This design comes from an exercise in tuning for small area and a short achievable clock period on the open sky130 flow, not from production work.
Function was checked by simulation only, so behaviour that the tests miss may differ from the original.
Power is estimated from default activity; no workload was simulated.

==> flow/design.v <==
`timescale 1 ns / 1 ns
module div_signed(clock, clken, numer, denom, quotient, remain);
   input clock;
   input clken;
   input [31:0] numer;
   input [31:0] denom;
   output [31:0] quotient;
   output [31:0] remain;
   reg [31:0] quotient;
   reg [31:0] remain;
   function [32:0] ks_carry;
      input [31:0] gi;
      input [31:0] pi;
      reg [32:0] g, p;
      integer i, k;
      begin
         g = {gi, 1'b1};
         p = {pi, 1'b1};
         for (k = 1; k < 33; k = k * 2)
           for (i = 32; i >= k; i = i - 1) begin
              g[i] = g[i] | (p[i] & g[i-k]);
              p[i] = p[i] & p[i-k];
           end
         ks_carry = g;
      end
   endfunction
   reg [31:0] n0;
   reg [31:0] d0;
   always @(posedge clock)
     if (clken) begin
        n0 <= numer;
        d0 <= denom;
     end
   wire [31:0] an = n0[31] ? (~n0 + 32'd1) : n0;
   wire [31:0] ad = d0[31] ? (~d0 + 32'd1) : d0;
   wire        nmin = n0 == 32'h80000000;
   wire        dz   = d0 == 32'd0;
   wire        d1s  = (d0 == 32'd1) | (d0 == 32'hffffffff);
   wire        g1   = dz | (d1s & nmin);
   reg [31:0]  d1;
   reg [0:0]   r1;
   reg [31:0]  nq1;    
   reg         sn1;    
   reg         sq1;    
   always @(posedge clock)
     if (clken) begin
        d1  <= ad;
        r1  <= nmin & ~d1s;
        nq1 <= {an[30:0], g1};
        sn1 <= n0[31];
        sq1 <= n0[31] ^ d0[31];
     end
   genvar j;
   generate
      for (j = 2; j <= 31; j = j + 1) begin : st
         wire [31:0]  dp;
         wire [j-2:0] rp;
         wire [31:0]  nqp;
         wire         snp, sqp;
         if (j == 2) begin : from1
            assign dp = d1;
            assign rp = r1;
            assign nqp = nq1;
            assign snp = sn1;
            assign sqp = sq1;
         end else begin : fromj
            assign dp = st[j-1].d;
            assign rp = st[j-1].r;
            assign nqp = st[j-1].nq;
            assign snp = st[j-1].sn;
            assign sqp = st[j-1].sq;
         end
         wire [j-1:0] rr = {rp, nqp[31]};
         wire [j:0]   df;
         wire [j:0]   cy;
         assign df[j-1:0] = ~(rr ^ dp[j-1:0] ^ cy[j-1:0]);
         assign df[j] = ~cy[j];
         assign cy = ks_carry(rr & ~dp[j-1:0], rr | ~dp[j-1:0]);
         wire         g  = ~|dp[31:j] & cy[j];
         reg [31:0]  d;
         reg [j-1:0] r;
         reg [31:0]  nq;
         reg         sn, sq;
         always @(posedge clock)
           if (clken) begin
              d  <= dp;
              r  <= g ? df[j-1:0] : rr;
              nq <= {nqp[30:0], g};
              sn <= snp;
              sq <= sqp;
           end
      end
   endgenerate
   wire [31:0] dl  = st[31].d;
   wire [31:0] rl  = {st[31].r, st[31].nq[31]};
   wire [30:0] ql  = st[31].nq[30:0];
   wire [32:0] dfl = {1'b0, rl} - {1'b0, dl};
   wire        gl  = ~dfl[32];
   wire [31:0] ndf = dl - rl;           
   wire [31:0] nrl = ~rl + 32'd1;       
   wire [30:0] nql = ~ql + 31'd1;       
   always @(posedge clock)
     if (clken) begin
        remain <= st[31].sn ? (gl ? ndf : nrl) : (gl ? dfl[31:0] : rl);
        quotient <= st[31].sq ? (gl ? {~ql, 1'b1} : {nql, 1'b0}) : {ql, gl};
     end
endmodule
clock: 5.5 ns
lec_check: 0
cap_margin: 20
core_margin: 2
core_utilization: 40
cts_buf_list: sky130_fd_sc_hd__clkbuf_8
setup_slack_margin: 3.0
slew_margin: 20
standard.sh (not shown) runs the stock make flow with config.mk's settings and CLKGATE_MAP_FILE= SYNTH_SCRIPT=/design/flow/synth_recipe.tcl, a recipe that flattens the netlist after the stock synthesis.
==> flow/flow/run.sh <==
#!/bin/bash
# Own layout flow: the standard flow (standard.sh), with one change in
# synthesis: the combinational logic is mapped by ABC with a delay-driven
# script (flow/abc_map.script) instead of ORFS's default speed script, and no
# half/full adder cells are extracted before ABC, so that ABC sees the whole
# adder logic.  Registers are mapped exactly as in the standard synthesis.
set -euo pipefail
here=$(pwd)
flowdir=$(cd "$(dirname "${BASH_SOURCE[0]}")" && pwd)

# a copy of ORFS's scripts with the ABC script replaced
rm -rf "$here/scripts"
cp -r "$FLOW_HOME/scripts" "$here/scripts"
cp "$flowdir/abc_map.script" "$here/scripts/abc_speed.script"

# standard.sh with the changed scripts folder and no adder-cell map
sed -e "s|^make -C \(.*\) DESIGN_CONFIG=|make -C \1 SCRIPTS_DIR=$here/scripts ADDER_MAP_FILE= DESIGN_CONFIG=|" \
    "$here/standard.sh" > "$here/own_standard.sh"
grep -q "SCRIPTS_DIR=$here/scripts" "$here/own_standard.sh"

bash "$here/own_standard.sh" > "$here/make.log" 2>&1
==> flow/flow/abc_map.script <==
strash
dch
map -D 1500
buffer -c
topo
stime -c
upsize -c
dnsize -c
The baseline went through all stages and came out clean.
Then changed:
==> flow/run.sh (new file) <==
#!/bin/bash
# synth_recipe.tcl (not shown) runs the flow's synth.tcl, then flattens the netlist and writes it again
# the make line also repeats each setting of config.mk as NAME=value (left out here)
make -C /OpenROAD-flow-scripts/flow DESIGN_CONFIG=/design/flow/config.mk WORK_HOME=/design/flow/orfs CLKGATE_MAP_FILE= SYNTH_SCRIPT=/design/flow/synth_recipe.tcl finish
- CTS_BUF_LIST: sky130_fd_sc_hd__clkbuf_8 -> unset
removed: flow/flow/run.sh
removed: flow/flow/abc_map.script
removed: flow/standard.sh
The changed run ran to the end with no violations.
Synthesized area climbs by a few percent.
Flip-flop and latch count is unchanged.
Clock-buffer cell count decreases by 81.
Worst hold slack improves by 0.021 ns.
Non-clock buffer count went down by 140.
Wire length falls by roughly a tenth.
Cell area goes up by a few percent.
Clock skew came out lower by 0.031 ns.
Power came out higher by a few percent.
Then changed:
==> flow/flow/run.sh (new file) <==
#!/bin/bash
# Own layout flow: the standard flow (standard.sh), with one change in
# synthesis: the combinational logic is mapped by ABC with a delay-driven
# script (flow/abc_map.script) instead of ORFS's default speed script, and no
# half/full adder cells are extracted before ABC, so that ABC sees the whole
# adder logic.  Registers are mapped exactly as in the standard synthesis.
set -euo pipefail
here=$(pwd)
flowdir=$(cd "$(dirname "${BASH_SOURCE[0]}")" && pwd)

# a copy of ORFS's scripts with the ABC script replaced
rm -rf "$here/scripts"
cp -r "$FLOW_HOME/scripts" "$here/scripts"
cp "$flowdir/abc_map.script" "$here/scripts/abc_speed.script"

# standard.sh with the changed scripts folder and no adder-cell map
sed -e "s|^make -C \(.*\) DESIGN_CONFIG=|make -C \1 SCRIPTS_DIR=$here/scripts ADDER_MAP_FILE= DESIGN_CONFIG=|" \
    "$here/standard.sh" > "$here/own_standard.sh"
grep -q "SCRIPTS_DIR=$here/scripts" "$here/own_standard.sh"

bash "$here/own_standard.sh" > "$here/make.log" 2>&1
==> flow/flow/abc_map.script (new file) <==
strash
dch
map -D 1500
buffer -c
topo
stime -c
upsize -c
dnsize -c
==> flow/standard.sh (new file) <==
#!/bin/bash
# synth_recipe.tcl (not shown) runs the flow's synth.tcl, then flattens the netlist and writes it again
# the make line also repeats each setting of config.mk as NAME=value (left out here)
make -C /OpenROAD-flow-scripts/flow DESIGN_CONFIG=/design/flow/config.mk WORK_HOME=/design/flow/orfs CLKGATE_MAP_FILE= SYNTH_SCRIPT=/design/flow/synth_recipe.tcl "${@:-finish}"
removed: flow/run.sh
Outcome: The changed run completed without violations; routed wire length climbs by 17%; fmax rose by 28%; global-route usage is higher by 3.6 points; worst setup slack is better by 0.82 ns; power came out higher by 0.43%.
Then changed:
- SETUP_SLACK_MARGIN: 3.0 -> 2.6
First-iteration DRC count goes up by 0.77%; global-route usage goes down by 1.7 points; final area goes down by about 8%; die area does not change; count of clock-buffer cells in the layout does not change; worst hold slack gains 0.0034 ns.
Then changed:
- CTS_BUF_LIST: unset -> sky130_fd_sc_hd__clkbuf_8
After rerunning: The new run completed with no timing, DRC or antenna violations. Die area stays the same. Cell area shrinks by about 0.5%. Setup slack gets worse by 0.0047 ns. Power shrinks by about 6%. Maximum frequency stays flat. Wire length grows by 1.2%. Via count grows by 1.5%. Global-route usage grows by 0.13 points. Area after synthesis does not change. Clock-buffer cell count grows by 79. Sequential share of layout area grows by 0.29 points.
Then changed:
==> flow/run.sh (new file) <==
#!/bin/bash
# synth_recipe.tcl (not shown) runs the flow's synth.tcl, then flattens the netlist and writes it again
# the make line also repeats each setting of config.mk as NAME=value (left out here)
make -C /OpenROAD-flow-scripts/flow DESIGN_CONFIG=/design/flow/config.mk WORK_HOME=/design/flow/orfs CLKGATE_MAP_FILE= SYNTH_SCRIPT=/design/flow/synth_recipe.tcl finish
- CORE_UTILIZATION: 40 -> 60
- CTS_BUF_LIST: sky130_fd_sc_hd__clkbuf_8 -> unset
- SETUP_SLACK_MARGIN: 2.6 -> 3.0
removed: flow/flow/run.sh
removed: flow/flow/abc_map.script
removed: flow/standard.sh
The new run went through all stages and came out clean.
Global-route usage goes up by 8.2 points.
Utilization goes up by 27 points.
Synthesized cell count goes down by 11%.

-- afterwards: timing with drivers on the ports --
The results above use ideal ports. As a check the final layouts listed here were re-extracted and re-timed, cells and wires unchanged.
Step 1: set_driving_cell puts a clkbuf_16 on clock and a buf_2 on each other input, an assumption about the parent block.
Step 2 times the ports against the registers' clock, not the clock port: input delays grow and output delays shrink by t, the midpoint of the rising clock arrivals with the driver on.
Three values: no drivers, after step 1, after step 2; two values: the first two.
| run | t (ns) | setup slack, ns | clock arrival spread, ns |
|---|---|---|---|
| the first run | 1.151 | 2.543 / 2.543 / 2.201 | 0.130 / 0.130 |
| the second run | 0.961 | 1.787 / 1.787 / 1.787 | 0.099 / 0.100 |
| the third run | 0.972 | 2.610 / 2.610 / 2.201 | 0.065 / 0.064 |
| the fourth run | 0.974 | 2.612 / 2.578 / 2.218 | 0.064 / 0.064 |
| the fifth run | 1.142 | 2.607 / 2.607 / 2.206 | 0.123 / 0.124 |
| the sixth run | 1.003 | 1.554 / 1.554 / 1.554 | 0.115 / 0.114 |
After both steps setup and hold are still met in every run listed. For the third run, which loses most, drivers alone change the setup slack by 0.000 ns; drivers and shift together by -0.409 ns.
